What follows belongs to an exercise in optimizing a design on an open flow for small area and a short achievable clock period; a production flow would make more cautious choices.
In this exercise RTL edits were held to simulation tests only and were not proved equivalent to the original.

===== design.v =====
module mux2x1 (
    input [31:0]in1,
    input [31:0]in2,
    input select,
    output reg [31:0] out
);
always @(*) begin
    if (!select) begin
        out<=in1;
    end else begin
        out<=in2;
    end
end
endmodule
module mux4x1 (
    input [31:0]in1,
    input [31:0]in2,
    input [31:0]in3,
    input [31:0]in4,
    input [1:0]select,
    output reg [31:0] out
);
always @(*) begin
    case (select)
        2'b00:begin
            out<=in1;
        end
        2'b01:begin
            out<=in2;
        end
        2'b10:begin
            out<=in3;
        end
        2'b11:begin
            out<=in4;
        end
    endcase
end
endmodule
module mux5x1 (
    input [31:0]in1,
    input [31:0]in2,
    input [31:0]in3,
    input [31:0]in4,
    input [31:0]in5,
    input [2:0]select,
    output reg [31:0] out
);
always @(*) begin
    case (select)
        3'b000:begin
            out<=in1;
        end
        3'b001:begin
            out<=in2;
        end
        3'b010:begin
            out<=in3;
        end
        3'b011:begin
            out<=in4;
        end
        3'b100:begin
            out<=in5;
        end
        default:begin
            out<=in5;
        end
    endcase
end
endmodule
module complementer (
    input [31:0]in,
    output [31:0]out
);
wire [31:0]notout;
assign notout=in^32'b11111111111111111111111111111111;
assign out=notout+1;
endmodule
module alu(RESULT, DATA1, DATA2, SELECT, ROTATE,zero_signal,sign_bit_signal,sltu_bit_signal);		 
	input [31:0] DATA1,DATA2;
	output reg [31:0] RESULT;
	input [2:0] SELECT;
    input ROTATE;
    output zero_signal,sign_bit_signal,sltu_bit_signal;
	wire[31:0] ADD,AND,OR,XOR,SLL,SRL,SRA,SLT,SLTU;
	assign  ADD=DATA1 + DATA2;
	assign  AND=DATA1 & DATA2;
	assign  OR=DATA1 | DATA2;
	assign  XOR=DATA1 ^ DATA2;
	assign  SLL = DATA1 << DATA2; 
	assign  SRL = DATA1 >> DATA2;						  
    assign  SRA = DATA1 >>> DATA2;	
	assign  SLT = ($signed(DATA1) < $signed(DATA2)) ? 32'd1 : 32'd0; 
	assign  SLTU = ($unsigned(DATA1) < $unsigned(DATA2)) ? 32'd1 : 32'd0;
	always @ (*)
	begin
		case(SELECT)
			3'd0 : 
        	begin						
				RESULT <= ADD;
			end
			3'd1 : 
        	begin			
          		RESULT <= SLL;
        	end
			3'd2 : 
       		begin
				RESULT <= SLT;
			end
			3'd3 : 
        	begin
				RESULT <= SLTU;
			end
      		3'd4 : 
        	begin
				RESULT <= XOR;
			end
      		3'd5 : 
        	begin
				case(ROTATE)
            		1'b0:                       
              			RESULT <= SRL;
            		1'b1:                        
              			RESULT <= SRA;
				endcase
				end
			3'd6 :
        	begin
				RESULT <= OR;
			end
			3'd7 :
        	begin
				RESULT <= AND;
			end
		endcase
  end
  assign zero_signal= ~(|RESULT);                                       
  assign sign_bit_signal=RESULT[31];                                    
  assign sltu_bit_signal=SLTU[0];	
endmodule
module mul(RESULT, DATA1, DATA2, SELECT);
  input [31:0] DATA1, DATA2;
  input [2:0] SELECT;
  output reg [31:0] RESULT;
  wire [63:0] MUL,MULH,MULHU,MULHSU;
  wire [31:0] DIV,DIVU,REM,REMU;
	assign MUL = $signed(DATA1) * $signed(DATA2);                       
  assign MULHU = $unsigned(DATA1) * $unsigned(DATA2);     
  assign MULHSU = $signed(DATA1) * $unsigned(DATA2);      
  wire DIV_ZERO = (DATA2 == 32'd0);
  wire DIV_OVF = (DATA1 == 32'h80000000) && (DATA2 == 32'hffffffff);
  wire [31:0] DIV_S = $signed(DATA1) / $signed(DATA2);
  wire [31:0] REM_S = $signed(DATA1) % $signed(DATA2);
	assign DIV = DIV_ZERO ? 32'hffffffff : DIV_OVF ? 32'h80000000 : DIV_S;    
  assign DIVU = DIV_ZERO ? 32'hffffffff : $unsigned(DATA1) / $unsigned(DATA2);     
  assign REM = DIV_ZERO ? DATA1 : DIV_OVF ? 32'd0 : REM_S;    
  assign REMU = DIV_ZERO ? DATA1 : DATA1 % DATA2;                           
  always @(*) 
  begin
    case (SELECT)
      3'd0: RESULT <= MUL[31:0];  
      3'd1: RESULT <= MUL[63:32];   
      3'd2: RESULT <= MULHSU[63:32];   
      3'd3: RESULT <= MULHU[63:32];  
      3'd4: RESULT <= DIV;
      3'd5: RESULT <= DIVU;
      3'd6: RESULT <= REM;
      3'd7: RESULT <= REMU;
    endcase
  end
endmodule
module Branch_jump_controller (
    Branch_address,
    Alu_Jump_imm,
    func_3,
    branch_signal,
    jump_signal,
    zero_signal,
    sign_bit_signal,
    sltu_bit_signal,
    Branch_jump_PC_OUT,
    branch_jump_mux_signal
);
input [31:0] Branch_address,Alu_Jump_imm;
input [2:0] func_3;
input branch_signal,jump_signal,zero_signal,sign_bit_signal,sltu_bit_signal;
output reg branch_jump_mux_signal;
output reg [31:0] Branch_jump_PC_OUT;
wire beq,bge,bne,blt,bltu,bgeu;
assign  beq= (~func_3[2]) & (~func_3[1]) &  (~func_3[0]) & zero_signal;
assign  bne= (~func_3[2]) & (~func_3[1]) &  (func_3[0]) & (~zero_signal);
assign  bge= (func_3[2]) & (~func_3[1]) &  (func_3[0]) & (~sign_bit_signal);
assign  blt= (func_3[2]) & (~func_3[1]) &  (~func_3[0]) & (~zero_signal) & sign_bit_signal;
assign  bltu= (func_3[2]) & (func_3[1]) &  (~func_3[0]) & (~zero_signal) & sltu_bit_signal;
assign  bgeu= (func_3[2]) & (func_3[1]) &  (func_3[0]) & (~sltu_bit_signal);
always @(*)begin
    branch_jump_mux_signal<=(branch_signal &(beq|bge|bne|blt|bltu|bgeu)) | (jump_signal) | 1'b0;
end
always @(*) begin
    if (jump_signal==1'b1) begin
        Branch_jump_PC_OUT<=Alu_Jump_imm;
    end
    else begin
        Branch_jump_PC_OUT<=Branch_address;
    end
end
endmodule
module Wire_module (
    Instruction,
    B_imm,
    J_imm,
    S_imm,
    U_imm,
    I_imm
);
input  [31:0] Instruction;
output [31:0] B_imm,J_imm,S_imm,U_imm,I_imm;
assign B_imm={{20{Instruction[31]}},Instruction[7],Instruction[30:25],Instruction[11:8],1'b0};
assign J_imm={{12{Instruction[31]}},Instruction[19:12],Instruction[20],Instruction[30:21],1'b0};
assign S_imm={{21{Instruction[31]}},Instruction[30:25],Instruction[11:7]};
assign U_imm={Instruction[31:12],{12{1'b0}}};
assign I_imm={{21{Instruction[31]}},Instruction[30:20]};
endmodule
module control(
	d_mem_r, 
	d_mem_w,
	jump, 
	branch, 
	wrten_reg,
	mux_d_mem,
	mux_result,
	mux_inp_2,
	mux_complmnt, 
	mux_inp_1,
	mux_wire_module, 
	alu_op, 
	opcode, 
	fun_3, 
	fun_7
	);
	input [6:0] opcode;
	input [2:0] fun_3;
	input [6:0] fun_7;
	output reg [2:0] alu_op;
	output reg mux_complmnt, mux_inp_1, mux_inp_2, mux_d_mem, wrten_reg, branch, jump, d_mem_r, d_mem_w;
	output reg [2:0] mux_wire_module;
	output reg [1:0] mux_result;
	always @ (*)
	begin
		case(opcode)
			7'b0110111: begin
				d_mem_r <= 1'd0;
				d_mem_w <= 1'd0;
				jump <= 1'd0;
				branch <= 1'd0;
				wrten_reg <= 1'd1;
				mux_complmnt <= 1'd0;
				mux_d_mem <= 1'd1;
				mux_result <= 1'd1;
				mux_inp_2 <= 1'd0;
				mux_inp_1 <= 1'd0;
				mux_wire_module <= 3'd3;
				alu_op <= 3'd0;
			end
			7'b0010111: begin
				d_mem_r <= 1'd0;
				d_mem_w <= 1'd0;
				jump <= 1'd0;
				branch <= 1'd0;
				wrten_reg <= 1'd1;
				mux_complmnt <= 1'd0;
				mux_d_mem <= 1'd1;
				mux_result <= 2'd2;
				mux_inp_2 <= 1'd1;
				mux_inp_1 <= 1'd1;
				mux_wire_module <= 3'd3;
				alu_op <= 3'd0;
			end
			7'b1101111: begin
				d_mem_r <= 1'd0;
				d_mem_w <= 1'd0;
				jump <= 1'd1;
				branch <= 1'd0;
				wrten_reg <= 1'd1;
				mux_complmnt <= 1'd0;
				mux_d_mem <= 1'd1;
				mux_result <= 2'd3;
				mux_inp_2 <= 1'd1;
				mux_inp_1 <= 1'd1;
				mux_wire_module <= 3'd1;
				alu_op <= 3'd0;
			end
			7'b1100111: begin
				d_mem_r <= 1'd0;
				d_mem_w <= 1'd0;
				jump <= 1'd1;
				branch <= 1'd0;
				wrten_reg <= 1'd1;
				mux_complmnt <= 1'd0;
				mux_d_mem <= 1'd1;
				mux_result <= 2'd3;
				mux_inp_2 <= 1'd1;
				mux_inp_1 <= 1'd0;
				mux_wire_module <= 3'd4;
				alu_op <= 3'd0;
			end
			7'b1100011: begin
				d_mem_r <= 1'd0;
				d_mem_w <= 1'd0;
				jump <= 1'd0;
				branch <= 1'd1;
				wrten_reg <= 1'd0;
				mux_complmnt <= 1'd1;
				mux_d_mem <= 1'd0;
				mux_result <= 1'd0;
				mux_inp_2 <= 1'd0;
				mux_inp_1 <= 1'd0;
				mux_wire_module <= 3'd0;
				alu_op <= 3'd0;
			end
			7'b0000011: begin
				d_mem_r <= 1'd1;
				d_mem_w <= 1'd0;
				jump <= 1'd0;
				branch <= 1'd0;
				wrten_reg <= 1'd1;
				mux_complmnt <= 1'd0;
				mux_d_mem <= 1'd0;
				mux_result <= 2'd2;
				mux_inp_2 <= 1'd1;
				mux_inp_1 <= 1'd0;
				mux_wire_module <= 3'd4;
				alu_op <= 3'd0;
			end
			7'b0100011: begin
				d_mem_r <= 1'd0;
				d_mem_w <= 1'd1;
				jump <= 1'd0;
				branch <= 1'd0;
				wrten_reg <= 1'd0;
				mux_complmnt <= 1'd0;
				mux_d_mem <= 1'd0;
				mux_result <= 2'd2;
				mux_inp_2 <= 1'd1;
				mux_inp_1 <= 1'd0;
				mux_wire_module <= 3'd2;
				alu_op <= 3'd0;
			end
			7'b0010011: begin
				d_mem_r <= 1'd0;
				d_mem_w <= 1'd0;
				jump <= 1'd0;
				branch <= 1'd0;
				wrten_reg <= 1'd1;
				mux_complmnt <= 1'd0;
				mux_d_mem <= 1'd1;
				mux_result <= 2'd2;
				mux_inp_2 <= 1'd1;
				mux_inp_1 <= 1'd0;
				mux_wire_module <= 3'd4;
				alu_op <= fun_3;
			end
			7'b0110011: begin
				d_mem_r <= 1'd0;
				d_mem_w <= 1'd0;
				jump <= 1'd0;
				branch <= 1'd0;
				wrten_reg <= 1'd1;
				mux_complmnt <= fun_7[5] ? 1'd1 : 1'd0;
				mux_d_mem <= 1'd1;
				mux_result <= (fun_7 == 7'b0000001) ? 2'd0 : 2'd2;
				mux_inp_2 <= 1'd0;
				mux_inp_1 <= 1'd0;
				mux_wire_module <= 3'd0;
				alu_op <= fun_3;
			end
			default: begin
				d_mem_r <= 1'd0;
				d_mem_w <= 1'd0;
				jump <= 1'd0;
				branch <= 1'd0;
				wrten_reg <= 1'd0;
				mux_complmnt <= 1'd0;
				mux_d_mem <= 1'd0;
				mux_result <= 1'd0;
				mux_inp_2 <= 1'd0;
				mux_inp_1 <= 1'd0;
				mux_wire_module <= 3'd0;
				alu_op <= fun_3;
			end
		endcase
	end
endmodule
module reg_file (OUT1, OUT2, IN, INADDRESS, OUT1ADDRESS, OUT2ADDRESS, WRITE, CLK, RESET,reg0_output,reg1_output,reg2_output,reg3_output,reg4_output,reg5_output,reg6_output);
	input [31:0] IN;								 
	input [4:0] OUT1ADDRESS, OUT2ADDRESS;		 
	input [4:0] INADDRESS;						 
	input  WRITE, CLK, RESET;					 
	output reg [31:0] OUT1, OUT2;				 
	reg [31:0] Register [31:0];					 
	integer j;									 
	output [31:0] reg0_output,reg1_output,reg2_output,reg3_output,reg4_output,reg5_output,reg6_output;
	always @ (posedge CLK,posedge RESET)			
	begin
		if(RESET)
		begin
				for(j = 0; j <= 31; j = j +1 )
				begin
					Register[j] <= 32'b00000000000000000000000000000000;			 
				end
		end
		else if(WRITE)
		begin
			Register[INADDRESS] <= IN;		 
		end
	end
	always @ (*)
	begin
		OUT1 <= Register[OUT1ADDRESS];		 
		OUT2 <= Register[OUT2ADDRESS];		 
	end
	assign reg0_output=Register[0];
	assign reg1_output=Register[1];
	assign reg2_output=Register[2];
	assign reg3_output=Register[3];
	assign reg4_output=Register[4];
	assign reg5_output=Register[5];
	assign reg6_output=Register[6];
endmodule
module Data_load_controller (
    func3,
    data_mem_in,
    data_out
);
input [2:0] func3;
input [31:0] data_mem_in;
output reg [31:0] data_out;
wire [31:0] lb,lbu,lh,lhu;
assign lb ={{24{data_mem_in[7]}},data_mem_in[7:0]};
assign lbu ={{24{1'b0}},data_mem_in[7:0]};
assign lh ={{16{data_mem_in[15]}},data_mem_in[15:0]};
assign lhu ={{16{1'b0}},data_mem_in[15:0]};
always @(*) begin
    case(func3)
        3'b000:begin
            data_out<=lb;
        end
        3'b001:begin
            data_out<=lh;
        end
        3'b010:begin
            data_out<=data_mem_in;
        end
        3'b100:begin
            data_out<=lbu;
        end
        3'b101:begin
            data_out<=lhu;
        end
		  default: begin
				data_out <= 32'd0;
			end
    endcase
end
endmodule
module Data_store_controller (
    func3,
    to_data_memory,
    data2
);
input [2:0] func3;
input [31:0] data2;
output reg [31:0] to_data_memory;
wire [31:0] sh,sb;
assign sb ={{24{1'b0}},data2[7:0]};
assign sh ={{16{1'b0}},data2[15:0]};
always @(*)begin
    case(func3)
        3'b000: begin     
            to_data_memory <= sb;
        end
        3'b001: begin    
            to_data_memory <= sh;
        end
        3'b010:begin        
            to_data_memory <= data2;
        end
		  default: begin
				to_data_memory <= data2;
			end
    endcase
end
endmodule
module instruction_fetch_unit (
    input [31:0] branch_jump_addres,
    input branch_or_jump_signal,
    input data_memory_busywait,
    input reset,
    input clock,
    input instruction_mem_busywait,
    output reg [31:0] PC,INCREMENTED_PC_by_four,
    output busywait
);
wire [31:0]mux6out;
or(busywait,instruction_mem_busywait,data_memory_busywait);
mux2x1 mux6(INCREMENTED_PC_by_four,branch_jump_addres,branch_or_jump_signal,mux6out);
always @(*) begin
    INCREMENTED_PC_by_four <=PC+4;
end
always @(posedge clock,posedge reset) begin  
	 if(reset)begin
		PC <= -4;
	 end
    else if(busywait == 1'b0)begin  
        PC <= mux6out;
    end
end  
endmodule
module IF(pc_in, pc_4_in, instration_in, reset, clk,busywait,branch_jump_signal,pc_out, pc_4_out, instration_out);
  input [31:0] pc_in, pc_4_in, instration_in;
  output reg [31:0] pc_out, pc_4_out, instration_out;
  input busywait,branch_jump_signal;
  input  reset, clk;
  always @(posedge clk,posedge reset)
  begin
    if(reset)begin
      pc_out <=32'd0;
      pc_4_out <=32'd0;
      instration_out <=32'd0;
    end else if (branch_jump_signal)begin
      pc_out <=32'd0;
      pc_4_out <=32'd0;
      instration_out <=32'd0;
    end else if (!busywait) begin
      pc_out <=pc_in;
      pc_4_out <=pc_4_in;
      instration_out <=instration_in;
    end
  end
endmodule
module instruction_decode_unit (
  reg0_output,reg1_output,reg2_output,reg3_output,reg4_output,reg5_output,reg6_output,
  write_address_for_current_instruction,
  rotate_signal,
  d_mem_r, 
	d_mem_w,
  branch,
  jump,
  write_reg_en,
  mux_d_mem,
	mux_result,
	mux_inp_2, 
  mux_complmnt,
	mux_inp_1,
  alu_op,
  fun_3,
  data_1,
  data_2,
  mux_1_out,
  instration,
  data_in,
  write_reg_enable_signal_from_pre,
  write_address_from_pre,
  clk, 
  reset
  );
  output [4:0] write_address_for_current_instruction;
  output [31:0] data_1, data_2, mux_1_out;
  output mux_complmnt, mux_inp_2, mux_inp_1, mux_d_mem, write_reg_en,d_mem_r, d_mem_w, branch, jump,rotate_signal;
  output [2:0] alu_op, fun_3;
  output [1:0] mux_result;
  input [31:0] instration, data_in;
  input write_reg_enable_signal_from_pre, clk, reset;
  input [4:0] write_address_from_pre;
  wire [2:0] mux_wire_module;
  wire [31:0] B_imm, J_imm, S_imm, U_imm, I_imm;
  output [31:0] reg0_output,reg1_output,reg2_output,reg3_output,reg4_output,reg5_output,reg6_output;
  assign write_address_for_current_instruction=instration[11:7];
  assign fun_3=instration[14:12];
  assign rotate_signal=instration[30];
  control control_unit(d_mem_r, d_mem_w, jump, branch, write_reg_en, mux_d_mem, mux_result, mux_inp_2, mux_complmnt, mux_inp_1, mux_wire_module, alu_op, instration[6:0], instration[14:12], instration[31:25]); 
  reg_file register_file(data_1, data_2, data_in, write_address_from_pre, instration[19:15], instration[24:20], write_reg_enable_signal_from_pre, clk, reset,reg0_output,reg1_output,reg2_output,reg3_output,reg4_output,reg5_output,reg6_output);
  Wire_module wire_module(instration,B_imm, J_imm, S_imm, U_imm, I_imm);
  mux5x1 mux_1(B_imm, J_imm, S_imm, U_imm, I_imm, mux_wire_module, mux_1_out);
endmodule
module ID(
  rotate_signal_in,
  d_mem_r_in, 
	d_mem_w_in,
  branch_in,
  jump_in,
  write_reg_en_in,
  mux_d_mem_in,
	mux_result_in,
	mux_inp_2_in, 
  mux_complmnt_in,
	mux_inp_1_in,
  alu_op_in,
  fun_3_in,
  write_address_in,
  data_1_in,
  data_2_in,
  mux_1_out_in,
  pc_in,
  pc_4_in,
  reset,
  clk,
  busywait,
  branch_jump_signal,
  rotate_signal_out, mux_complmnt_out, mux_inp_2_out, mux_inp_1_out, mux_d_mem_out, write_reg_en_out,d_mem_r_out, d_mem_w_out, branch_out, jump_out,
  pc_4_out, pc_out, data_1_out, data_2_out, mux_1_out_out,mux_result_out,write_address_out,
  alu_op_out, fun_3_out
  );
  input [31:0] pc_4_in, pc_in, data_1_in, data_2_in, mux_1_out_in;
  output reg [31:0] pc_4_out, pc_out, data_1_out, data_2_out, mux_1_out_out;
  input rotate_signal_in, mux_complmnt_in, mux_inp_2_in, mux_inp_1_in, mux_d_mem_in, write_reg_en_in, reset, clk, d_mem_r_in, d_mem_w_in, branch_in, jump_in;
  output reg rotate_signal_out, mux_complmnt_out, mux_inp_2_out, mux_inp_1_out, mux_d_mem_out, write_reg_en_out,d_mem_r_out, d_mem_w_out, branch_out, jump_out;
  input [2:0] alu_op_in, fun_3_in;
  output reg [2:0] alu_op_out, fun_3_out;
  input busywait,branch_jump_signal;
  input [1:0] mux_result_in;
  output reg [1:0] mux_result_out;
  input [4:0] write_address_in;
  output reg [4:0] write_address_out;
  always @(posedge clk)
  begin
    if (!reset && !branch_jump_signal && !busywait)
      mux_result_out <= mux_result_in;
  end
  always @(posedge clk,posedge reset)
  begin
    if(reset)begin
      rotate_signal_out <=  1'b0;
      mux_complmnt_out <=  1'b0;
      mux_inp_2_out <= 1'b0;
      mux_inp_1_out <= 1'b0;
      mux_d_mem_out <=  1'b0;
      write_reg_en_out <= 1'b0;
      d_mem_r_out <= 1'b0;
      d_mem_w_out <=1'b0;
      branch_out <=1'b0;
      jump_out <=1'b0;
      alu_op_out <= 3'b000;
      fun_3_out <= 3'b000;
      pc_4_out <= 31'd0;
      pc_out <= 31'd0;
      data_1_out <= 31'd0;
      data_2_out <= 31'd0;
      mux_1_out_out <= 31'd0;
      write_address_out <= 5'd0;
    end else if(branch_jump_signal)begin
      rotate_signal_out <=  1'b0;
      mux_complmnt_out <=  1'b0;
      mux_inp_2_out <= 1'b0;
      mux_inp_1_out <= 1'b0;
      mux_d_mem_out <=  1'b0;
      write_reg_en_out <= 1'b0;
      d_mem_r_out <= 1'b0;
      d_mem_w_out <=1'b0;
      branch_out <=1'b0;
      jump_out <=1'b0;
      alu_op_out <= 3'b000;
      fun_3_out <= 3'b000;
      pc_4_out <= 31'd0;
      pc_out <= 31'd0;
      data_1_out <= 31'd0;
      data_2_out <= 31'd0;
      mux_1_out_out <= 31'd0;
      write_address_out <= 5'd0;
    end else if (!busywait) begin
      rotate_signal_out <=rotate_signal_in;
      mux_complmnt_out <=mux_complmnt_in;
      mux_inp_2_out <= mux_inp_2_in;
      mux_inp_1_out <=mux_inp_1_in;
      mux_d_mem_out <=  mux_d_mem_in;
      write_reg_en_out <= write_reg_en_in;
      d_mem_r_out <= d_mem_r_in;
      d_mem_w_out <=d_mem_w_in;
      branch_out <=branch_in;
      jump_out <=jump_in;
      pc_4_out <=pc_4_in;
      pc_out <= pc_in;
      data_1_out <=data_1_in;
      data_2_out <=data_2_in;
      mux_1_out_out <=mux_1_out_in;
      write_address_out <=write_address_in;
      alu_op_out <=alu_op_in;
      fun_3_out <=fun_3_in;
    end
  end
endmodule
module instruction_execute_unit (
    input [31:0] data1,data2,PC,INCREMENTED_PC_by_four,mux1out,
    input [1:0]mux4signal,
    input mux2signal,mux3signal,muxComplentsignal,rotate_signal,branch_signal,jump_signal,
    input [2:0]func3,aluop,
    output [31:0] branch_jump_addres,
    output [31:0] result,
    output branch_or_jump_signal
);
wire [31:0]input1,input2,alu_result,mul_div_result,input2Complement,complemtMuxOut;
wire zero_signal,sign_bit_signal,sltu_bit_signal;
reg [31:0] branch_adress;
mux2x1 mux2(data1,PC,mux2signal,input1);
mux2x1 mux3(data2,mux1out,mux3signal,input2);
complementer cmpl(input2,input2Complement);
mux2x1 muxComplent(input2,input2Complement,muxComplentsignal,complemtMuxOut);
mul mul_unit(mul_div_result,input1,input2,func3);
alu alu_unit(alu_result,input1,complemtMuxOut,aluop,rotate_signal,zero_signal,sign_bit_signal,sltu_bit_signal);
mux4x1 mux4(mul_div_result,mux1out,alu_result,INCREMENTED_PC_by_four,mux4signal,result);
Branch_jump_controller bjunit(branch_adress,alu_result,func3,branch_signal,jump_signal,zero_signal,sign_bit_signal,sltu_bit_signal,branch_jump_addres,branch_or_jump_signal);
always @(*) begin
    branch_adress<=PC+mux1out;
end
endmodule
module EX(
  d_mem_r_in, 
	d_mem_w_in,
  mux_d_mem_in,
  write_reg_en_in,
  write_address_in,
  fun_3_in,
  data_2_in,
  result_mux_4_in,
  reset,
  clk,
  busywait,
  data_2_out, 
  result_mux_4_out,
  mux_d_mem_out, 
  write_reg_en_out, 
  d_mem_r_out, 
  d_mem_w_out,
  fun_3_out,
  write_address_out
  );
  input [31:0] data_2_in, result_mux_4_in;
  output reg [31:0] data_2_out, result_mux_4_out;
  input mux_d_mem_in, write_reg_en_in, reset, clk, d_mem_r_in, d_mem_w_in,busywait;
  output reg mux_d_mem_out, write_reg_en_out, d_mem_r_out, d_mem_w_out;
  input [2:0] fun_3_in;
  output reg [2:0] fun_3_out;
  input [4:0] write_address_in;
  output reg [4:0] write_address_out;
  always @(posedge clk,posedge reset)
  begin
    if(reset)begin
      data_2_out <= 31'd0;
      result_mux_4_out <= 31'd0;
      mux_d_mem_out <= 1'b0;
      write_reg_en_out <= 1'b0;
      d_mem_r_out <= 1'b0;
      d_mem_w_out <= 1'b0;
      fun_3_out<= 3'b000;
      write_address_out <= 5'd0;
    end else if (!busywait) begin
      data_2_out <=data_2_in;
      result_mux_4_out <=result_mux_4_in;
      mux_d_mem_out <=mux_d_mem_in;
      write_reg_en_out <=write_reg_en_in;
      d_mem_r_out <= d_mem_r_in;
      d_mem_w_out <= d_mem_w_in;
      fun_3_out<=fun_3_in;
      write_address_out <=write_address_in;
    end
  end
endmodule
module memory_access_unit (
    input clock,reset,
    input mem_read_signal,mem_write_signal,mux5signal,
    input [31:0] mux4_out_result,data2,
    input [2:0] func3,
    input [31:0] data_from_dcache,
    input busywait_from_dcache,
    output data_memory_busywait,
    output [31:0] mux5_out_write_data,
    output dcache_read,dcache_write,
    output [31:0] dcache_address,dcache_writedata
);
    wire [31:0] load_data,store_data;
    wire [31:0] from_data_cache_out;
    assign from_data_cache_out = data_from_dcache;
    assign data_memory_busywait = busywait_from_dcache;
    assign dcache_read = mem_read_signal;
    assign dcache_write = mem_write_signal;
    assign dcache_address = mux4_out_result;
    assign dcache_writedata = store_data;
    Data_store_controller dsc(func3,store_data,data2);
    Data_load_controller dlc(func3,from_data_cache_out,load_data);
    mux2x1 mux5(load_data,mux4_out_result,mux5signal,mux5_out_write_data);
endmodule
module cpu(
    input clk,
    input reset,
    input [31:0] instruction_from_icache,
    input busywait_from_icache,
    input [31:0] data_from_dcache,
    input busywait_from_dcache,
    output [31:0] address_to_icache,
    output [31:0] reg0_output,reg1_output,reg2_output,reg3_output,reg4_output,reg5_output,reg6_output,
    output dcache_read,
    output dcache_write,
    output [31:0] dcache_address,
    output [31:0] dcache_writedata
  );
  wire d_mem_r_id_unit_out, d_mem_w_id_unit_out,branch_id_unit_out,jump_id_unit_out,write_reg_en_id_unit_out,mux_d_mem_id_unit_out,mux_inp_2_id_unit_out,mux_complmnt_id_unit_out,mux_inp_1_id_unit_out, rotate_signal_id_unit_out;
  wire branch_or_jump_signal,data_memory_busywait,busywait;
  wire [31:0] pc_instruction_fetch_unit_out,pc_4_instruction_fetch_unit_out,branch_jump_addres;
  wire [31:0]instruction_instruction_fetch_unit_out,pc_if_reg_out, pc_4_if_reg_out, instration_if_reg_out;
  wire [31:0] write_data,data_1_id_unit_out,data_2_id_unit_out,mux_1_out_id_unit_out;
  wire [4:0] write_address_for_current_instruction_id_unit_out;
  wire [1:0]mux_result_id_unit_out;
  wire [2:0] alu_op_id_unit_out,fun_3_id_unit_out,alu_op_id_reg_out,fun_3_id_reg_out,fun_3_ex_reg_out;
  wire rotate_signal_id_reg_out,mux_complmnt_id_reg_out,mux_inp_2_id_reg_out,mux_inp_1_id_reg_out,mux_d_mem_id_reg_out,write_reg_en_id_reg_out,d_mem_r_id_reg_out,d_mem_w_id_reg_out,branch_id_reg_out,jump_id_reg_out;
  wire [31:0] pc_4_id_reg_out,pc_id_reg_out,data_1_id_reg_out,data_2_id_reg_out,mux_1_out_id_reg_out;
  wire [1:0] mux_result_id_reg_out;
  wire [4:0] write_address_id_reg_out,write_address_ex_reg_out;
  wire [31:0]result_iex_unit_out,data_2_ex_reg_out,result_mux_4_ex_reg_out;
  wire mux_d_mem_ex_reg_out,write_reg_en_ex_reg_out,d_mem_r_ex_reg_out,d_mem_w_ex_reg_out;
  wire [31:0] Register_value_output_wires [31:0];
  assign address_to_icache = pc_instruction_fetch_unit_out;
  instruction_fetch_unit if_unit(
    branch_jump_addres, 
    branch_or_jump_signal, 
    data_memory_busywait, 
    reset, 
    clk, 
    busywait_from_icache,
    pc_instruction_fetch_unit_out, 
    pc_4_instruction_fetch_unit_out,
    busywait
    );
  IF if_reg(
    pc_instruction_fetch_unit_out, 
    pc_4_instruction_fetch_unit_out, 
    instruction_from_icache, 
    reset, 
    clk,
    busywait,
    branch_or_jump_signal,
    pc_if_reg_out, 
    pc_4_if_reg_out, 
    instration_if_reg_out
    );
  instruction_decode_unit id_unit(
    reg0_output,reg1_output,reg2_output,reg3_output,reg4_output,reg5_output,reg6_output,
    write_address_for_current_instruction_id_unit_out,
    rotate_signal_id_unit_out,
    d_mem_r_id_unit_out, 
    d_mem_w_id_unit_out,
    branch_id_unit_out,
    jump_id_unit_out,
    write_reg_en_id_unit_out,
    mux_d_mem_id_unit_out,
    mux_result_id_unit_out,
    mux_inp_2_id_unit_out, 
    mux_complmnt_id_unit_out,
    mux_inp_1_id_unit_out,
    alu_op_id_unit_out,
    fun_3_id_unit_out,
    data_1_id_unit_out,
    data_2_id_unit_out,
    mux_1_out_id_unit_out,
    instration_if_reg_out,
    write_data,
    write_reg_en_ex_reg_out,
    write_address_ex_reg_out,
    clk, 
    reset
    );
  ID id_reg(
  rotate_signal_id_unit_out,
  d_mem_r_id_unit_out, 
	d_mem_w_id_unit_out,
  branch_id_unit_out,
  jump_id_unit_out,
  write_reg_en_id_unit_out,
  mux_d_mem_id_unit_out,
	mux_result_id_unit_out,
	mux_inp_2_id_unit_out, 
  mux_complmnt_id_unit_out,
	mux_inp_1_id_unit_out,
  alu_op_id_unit_out,
  fun_3_id_unit_out,
  write_address_for_current_instruction_id_unit_out,
  data_1_id_unit_out,
  data_2_id_unit_out,
  mux_1_out_id_unit_out,
  pc_if_reg_out,
  pc_4_if_reg_out,
  reset,
  clk,
  busywait,
  branch_or_jump_signal,
  rotate_signal_id_reg_out, 
  mux_complmnt_id_reg_out, 
  mux_inp_2_id_reg_out, 
  mux_inp_1_id_reg_out, 
  mux_d_mem_id_reg_out, 
  write_reg_en_id_reg_out,
  d_mem_r_id_reg_out, 
  d_mem_w_id_reg_out, 
  branch_id_reg_out, 
  jump_id_reg_out,
  pc_4_id_reg_out, 
  pc_id_reg_out, 
  data_1_id_reg_out, 
  data_2_id_reg_out, 
  mux_1_out_id_reg_out,
  mux_result_id_reg_out,
  write_address_id_reg_out,
  alu_op_id_reg_out, 
  fun_3_id_reg_out
  );
  instruction_execute_unit iex_unit(
    data_1_id_reg_out,
    data_2_id_reg_out,
    pc_id_reg_out,
    pc_4_id_reg_out,
    mux_1_out_id_reg_out,
    mux_result_id_reg_out,
    mux_inp_1_id_reg_out,
    mux_inp_2_id_reg_out,
    mux_complmnt_id_reg_out,
    rotate_signal_id_reg_out,
    branch_id_reg_out,
    jump_id_reg_out,
    fun_3_id_reg_out,
    alu_op_id_reg_out,
    branch_jump_addres,
    result_iex_unit_out,
    branch_or_jump_signal
  );
  EX ex_reg(
    d_mem_r_id_reg_out, 
	  d_mem_w_id_reg_out,
    mux_d_mem_id_reg_out,
    write_reg_en_id_reg_out,
    write_address_id_reg_out,
    fun_3_id_reg_out,
    data_2_id_reg_out,
    result_iex_unit_out,
    reset,
    clk,
    busywait,
    data_2_ex_reg_out, 
    result_mux_4_ex_reg_out,
    mux_d_mem_ex_reg_out, 
    write_reg_en_ex_reg_out, 
    d_mem_r_ex_reg_out, 
    d_mem_w_ex_reg_out,
    fun_3_ex_reg_out,
    write_address_ex_reg_out
  );
  memory_access_unit mem_access_unit(
    clk,
    reset,
    d_mem_r_ex_reg_out,
    d_mem_w_ex_reg_out,
    mux_d_mem_ex_reg_out,
    result_mux_4_ex_reg_out,
    data_2_ex_reg_out,
    fun_3_ex_reg_out,
    data_from_dcache,
    busywait_from_dcache,
    data_memory_busywait,
    write_data,
    dcache_read,
    dcache_write,
    dcache_address,
    dcache_writedata
    );
endmodule

===== run.sh =====
#!/bin/bash
# synth_recipe.tcl (not shown) runs the flow's synth.tcl, then flattens the netlist and writes it again
# the make line also repeats each setting of config.mk as NAME=value (left out here)
make -C /OpenROAD-flow-scripts/flow DESIGN_CONFIG=/design/flow/config.mk WORK_HOME=/design/flow/orfs CLKGATE_MAP_FILE= SYNTH_SCRIPT=/design/flow/synth_recipe.tcl finish

===== config.mk =====
export PLATFORM = sky130hd
export DESIGN_NAME = cpu
export DESIGN_NICKNAME = cpu
export VERILOG_FILES = /design/flow/design.v
export SDC_FILE = /design/flow/constraint.sdc
export NUM_CORES = 8
export LEC_CHECK = 0
export CAP_MARGIN = 35
export CORE_MARGIN = 2
export CORE_UTILIZATION = 40
export SLEW_MARGIN = 35

===== constraint.sdc =====
create_clock -name core_clock -period 120.0 [get_ports {clk}]
set_input_delay 24.0000 -clock core_clock [delete_from_list [all_inputs] [get_ports {clk}]]
set_output_delay 24.0000 -clock core_clock [all_outputs]
set_load 0.01 [all_outputs]

==> impl_metrics.csv <==
group,metric,value,unit
finish,final_stage_net_count,26700,
sta,setup_total_negative_slack,0,ns
floorplanning,floorplan.io_pins,390,
global_route,global_route.usage.met3,16.0,%
min_path,hold_path.class,"flop to flop",
global_route,grt_use_met2,64.0,%
sta,min_period,105.79,ns
clocking,cts_tree,"done",
finish,flow.area_growth_from_synthesis,10.5,%
yosys,synth_xor_area_share,4.54,%
yosys,synth-compound-area-share,23.4,%
global_route,overflow,0,
clocking,numCtsBuffers,156,
placement,final_weighted_congestion_in_routability_driven_placement,1.12,
floorplanning,die_area,480000,um^2
drt,vias,200000,
yosys,synth_area_leaders,"sky130_fd_sc_hd__dfrtp_1, sky130_fd_sc_hd__fa_1, sky130_fd_sc_hd__ha_1",
status,result_of_the_run,"no timing/DRC/antenna violations",
yosys,dominant_combinational_cell_family_by_area_after_synthesis,"adder cells",
drt,detailed_route_vias_per_instance,6.67,
yosys,number_of_standard_cells_after_synthesis,23700,
global_route,grt_pass1_wl,1540,mm
yosys,yosysTopAreaCellShare,18.1,%
floorplanning,chipWidth,693,um
flow_run,cap_violations,0,
yosys,synth_edf_count,2,
clocking,cts.root.buffer_cell,"sky130_fd_sc_hd__clkbuf_16",
clocking,cts_hold_buffers,0,
setup_path,start_kind,"flop",
yosys,synth_sequential_area_ratio,18.6,%
drt,number_of_remaining_drc_errors,0,
yosys,postSynthRegisterBits,1406,
sta,period_share,88.2,%
drt,route.final.wire_length,1120,mm
yosys,ys.warnings.count,16,
setup_path,critPathMaxFanout,79,
yosys,syn-num-nets,26800,
placement,post-dp-hpwl,848,mm
clocking,path_clk_slew,0.08,ns
setup_path,path_common_cell,"sky130_fd_sc_hd__ha_1",
setup_path,critical_path_s_slowest_cell,"sky130_fd_sc_hd__nor2_1",
drt,drtIter0Drc,28800,
clocking,cts_setup_buffers,0,
yosys,synth_flop_cell,"sky130_fd_sc_hd__dfrtp_1",
floorplanning,core_outline_area,472000,um^2
sta,slew_viol_final,0,
sta,clock.fmax,9.45,MHz
global_route,grt_pass1_vias,189000,
yosys,netlist_area,190000,um^2
setup_path,worstSetupEndpointType,"flop",
global_route,grt-busiest-layer,"met2",
sta,final.setup.worst_slack,14.21,ns
yosys,synth_async_sr_flop_share,99.9,%
floorplanning,fp-row-count,252,
global_route,grt_use_met1,56.1,%
sta,finClkSkew,0.107,ns
global_route,grt_start_max_net_pins,187,
finish,drive_gt1_share,7.84,%
placement,port_buffers,389,
yosys,syn_avg_cell_area,8.01,um^2
yosys,netlist.top_cell.by_area,"sky130_fd_sc_hd__dfrtp_1",
clocking,clock_tree.htree_level_count,4,
drt,antenna_viol_nets_final,0,
placement,place_worst_setup_slack,17.41,ns
drt,drt-wirelength-per-cell,37.3,um
setup_path,worst-endpoint-arrival,106.47,ns
floorplanning,dieHeight,693,um
setup_path,regToRegSetupSlack,14.21,ns
setup_path,critical_path_required,120.67,ns
setup_path,slowest_delay,0.81,ns
drt,detailed_routing_iterations_pass_1,9,
global_route,track_usage,45.3,%
yosys,synthDistinctLibCells,137,
sta,maxSlewHeadroom,23.8,%
sta,transition_time_at_the_pin_with_the_least_slew_margin,1.13,ns
yosys,muxShareOfSynthArea,2.27,%
floorplanning,floorplan.initialDensity,40.2,%
finish,fin_util,44.4,%
sta,finalHoldViolations,0,
yosys,synth-adder-area-share,26.0,%
sta,setup_violations,0,
clocking,numClockSinks,1406,
yosys,synth_simple_gate_area_share,18.6,%
clocking,buffer_depth_of_the_longest_clock_path,4,
clocking,clkLatencyLatePin,0.86,ns
clocking,cts_resized,0,
global_route,grt_antenna_before_repair,141,
setup_path,startpoint_to_endpoint_class_of_the_critical_path,"flop to flop",
sta,grt_setup_unrepaired,"no",
state kept, by name, indices dropped and copies added, names as in the netlist, 2 cells and up:
register and cells:
ex_reg.write_address_out 5, id_reg.data_2_out 32, if_reg.instration_out 32, ex_reg.result_mux_4_out 32
id_unit.register_file.Register 1024, id_reg.pc_out 32, id_reg.data_1_out 32, id_reg.pc_4_out 30
id_reg.alu_op_out 3, id_reg.mux_result_out 2, ex_reg.fun_3_out 3, id_reg.mux_1_out_out 32
if_reg.pc_4_out 32, id_reg.fun_3_out 3, id_reg.write_address_out 5, if_unit.PC 32
if_reg.pc_out 30, ex_reg.data_2_out 32
metrics by stage:
stage | hold slack, ns | area, um^2 | instances
detailed placement | 0.456 | 204000 | 29600
global route | 0.492 | 209000 | 29900
floorplan | 0.438 | 190000 | 23700
CTS | 0.471 | 209000 | 29900
global placement | 0.452 | 203000 | 29600
finish | 0.465 | 210000 | 30000
area by class of cell:
class / instances / area (um^2)
fill: 47300 / 262000
multi-input combinational: 19000 / 144000
sequential: 1406 / 35200
timing repair buffer: 1127 / 9890
tap: 6223 / 7790
inverter: 1886 / 7090
clock buffer: 225 / 4510
clock inverter: 45 / 619
antenna: 88 / 220
Yosys cell counts (108+ instances only):
| cell type | count |
|---|---|
| sky130_fd_sc_hd__nand2_1 | 3115 |
| sky130_fd_sc_hd__nor2_1 | 2379 |
| sky130_fd_sc_hd__a21oi_1 | 1905 |
| sky130_fd_sc_hd__inv_1 | 1856 |
| sky130_fd_sc_hd__ha_1 | 1583 |
| sky130_fd_sc_hd__fa_1 | 1475 |
| sky130_fd_sc_hd__dfrtp_1 | 1374 |
| sky130_fd_sc_hd__o21ai_0 | 1342 |
| sky130_fd_sc_hd__clkbuf_1 | 1102 |
| sky130_fd_sc_hd__xnor2_1 | 649 |
| sky130_fd_sc_hd__a221oi_1 | 565 |
| sky130_fd_sc_hd__nor3_1 | 499 |
| sky130_fd_sc_hd__a22o_1 | 470 |
| sky130_fd_sc_hd__nand3_1 | 379 |
| sky130_fd_sc_hd__a21o_1 | 357 |
| sky130_fd_sc_hd__xor2_1 | 334 |
| sky130_fd_sc_hd__nand4_1 | 291 |
| sky130_fd_sc_hd__o21a_1 | 284 |
| sky130_fd_sc_hd__a31oi_1 | 232 |
| sky130_fd_sc_hd__mux2i_1 | 208 |
| sky130_fd_sc_hd__a211oi_1 | 200 |
| sky130_fd_sc_hd__or3_1 | 182 |
| sky130_fd_sc_hd__o211ai_1 | 175 |
| sky130_fd_sc_hd__nand2b_1 | 166 |
| sky130_fd_sc_hd__nor2b_1 | 158 |
| sky130_fd_sc_hd__mux2_2 | 149 |
| sky130_fd_sc_hd__and3_1 | 135 |
| sky130_fd_sc_hd__buf_1 | 135 |
| sky130_fd_sc_hd__or2_2 | 124 |
| sky130_fd_sc_hd__o31ai_1 | 111 |
| sky130_fd_sc_hd__and2_1 | 108 |
worst max-delay path: cells and delay by family (launching register included):
kind	cells	cell delay, ns
compound gates	174	52.96
simple gates	103	29.73
fa+ha+maj	31	10.27
buf+inv	28	8.14
mux	6	2.80
flops	1	0.68
xor+xnor	2	0.65
path summary, 6_finish.rpt:
path                                                         start                                            endpoint  cells after the start
hold / removal             id_reg.write_address_out[3]$_DFFE_PP0P_             ex_reg.write_address_out[3]$_DFFE_PP0P_                      2
max in group asynchronous                                    reset                    id_reg.alu_op_out[0]$_DFFE_PP0P_                      6
setup reg to reg                  id_reg.mux_inp_2_out$_DFFE_PP0P_             ex_reg.result_mux_4_out[23]$_DFFE_PP0P_                    344
setup / recovery                  id_reg.mux_inp_2_out$_DFFE_PP0P_             ex_reg.result_mux_4_out[23]$_DFFE_PP0P_                    344
hold reg to reg            id_reg.write_address_out[3]$_DFFE_PP0P_             ex_reg.write_address_out[3]$_DFFE_PP0P_                      2
min in group asynchronous                                    reset  id_unit.register_file.Register[28][14]$_DFFE_PP0P_                      2
cells by family (layout without fill, tap and decap cells):
logic type      count (synthesis)  after routing
fa+ha+maj                    3058           3058
simple gates                 7894           7894
compound gates               6689           6689
xor+xnor                      983            983
buf+inv                      3253           3283
other cells                     0             88
flops                        1406           1406
mux                           382            382
cell usage in the layout, fill, tap and decap left out, types with 133 or more instances in the layout:
master	instances
sky130_fd_sc_hd__a21oi_1	1873
sky130_fd_sc_hd__nor2_1	2283
sky130_fd_sc_hd__and3_1	133
sky130_fd_sc_hd__nand4_1	291
sky130_fd_sc_hd__clkdlybuf4s50_1	389
sky130_fd_sc_hd__clkbuf_16	160
sky130_fd_sc_hd__nor2b_1	158
sky130_fd_sc_hd__or3_1	182
sky130_fd_sc_hd__ha_1	1582
sky130_fd_sc_hd__a21o_1	356
sky130_fd_sc_hd__a31oi_1	227
sky130_fd_sc_hd__o21ai_0	1322
sky130_fd_sc_hd__o21a_1	284
sky130_fd_sc_hd__mux2_2	150
sky130_fd_sc_hd__o211ai_1	175
sky130_fd_sc_hd__dfrtp_1	1366
sky130_fd_sc_hd__xor2_1	332
sky130_fd_sc_hd__nand3_1	377
sky130_fd_sc_hd__fa_1	1472
sky130_fd_sc_hd__inv_1	1835
sky130_fd_sc_hd__a22o_1	470
sky130_fd_sc_hd__buf_4	669
sky130_fd_sc_hd__nand2_1	3105
sky130_fd_sc_hd__mux2i_1	175
sky130_fd_sc_hd__a221oi_1	564
sky130_fd_sc_hd__a211oi_1	190
sky130_fd_sc_hd__nor3_1	486
sky130_fd_sc_hd__nand2b_1	163
sky130_fd_sc_hd__xnor2_1	601
metal layers:
metal	share of wire [%]	vias up
li1	-	83400
met1	37	98300
met2	40	14200
met3	13	4150
met4	9.8	90
met5	0.085	-

[port drivers added, routing unchanged]
No port has a modelled driver above. Below, the same layout with a new extraction and two added sets of constraints.
Step 1 (the two cells are an assumption about what drives the block):
set clk [get_ports {clk}]
set_driving_cell -lib_cell sky130_fd_sc_hd__clkbuf_16 $clk
set_driving_cell -lib_cell sky130_fd_sc_hd__buf_2 [delete_from_list [all_inputs] $clk]
Step 2, shift: input delay + t, output delay - t, t = (earliest + latest rising clock arrival at the registers) / 2. This alone moves slack from input paths to output paths.
Three values: ideal ports, drivers, drivers and shift; two values: the first two.
t (ns): 0.921
slack for setup (ns): 14.207 / 14.207 / 14.207
worst hold slack (ns): 0.465 / 0.465 / 0.465
worst setup path after step 2: register to register
clock arrival spread, ns: 0.128 / 0.129
After both steps setup and hold are still met in this run. The setup slack of this run moves by 0.000 ns with the drivers and by 0.000 ns with both steps.
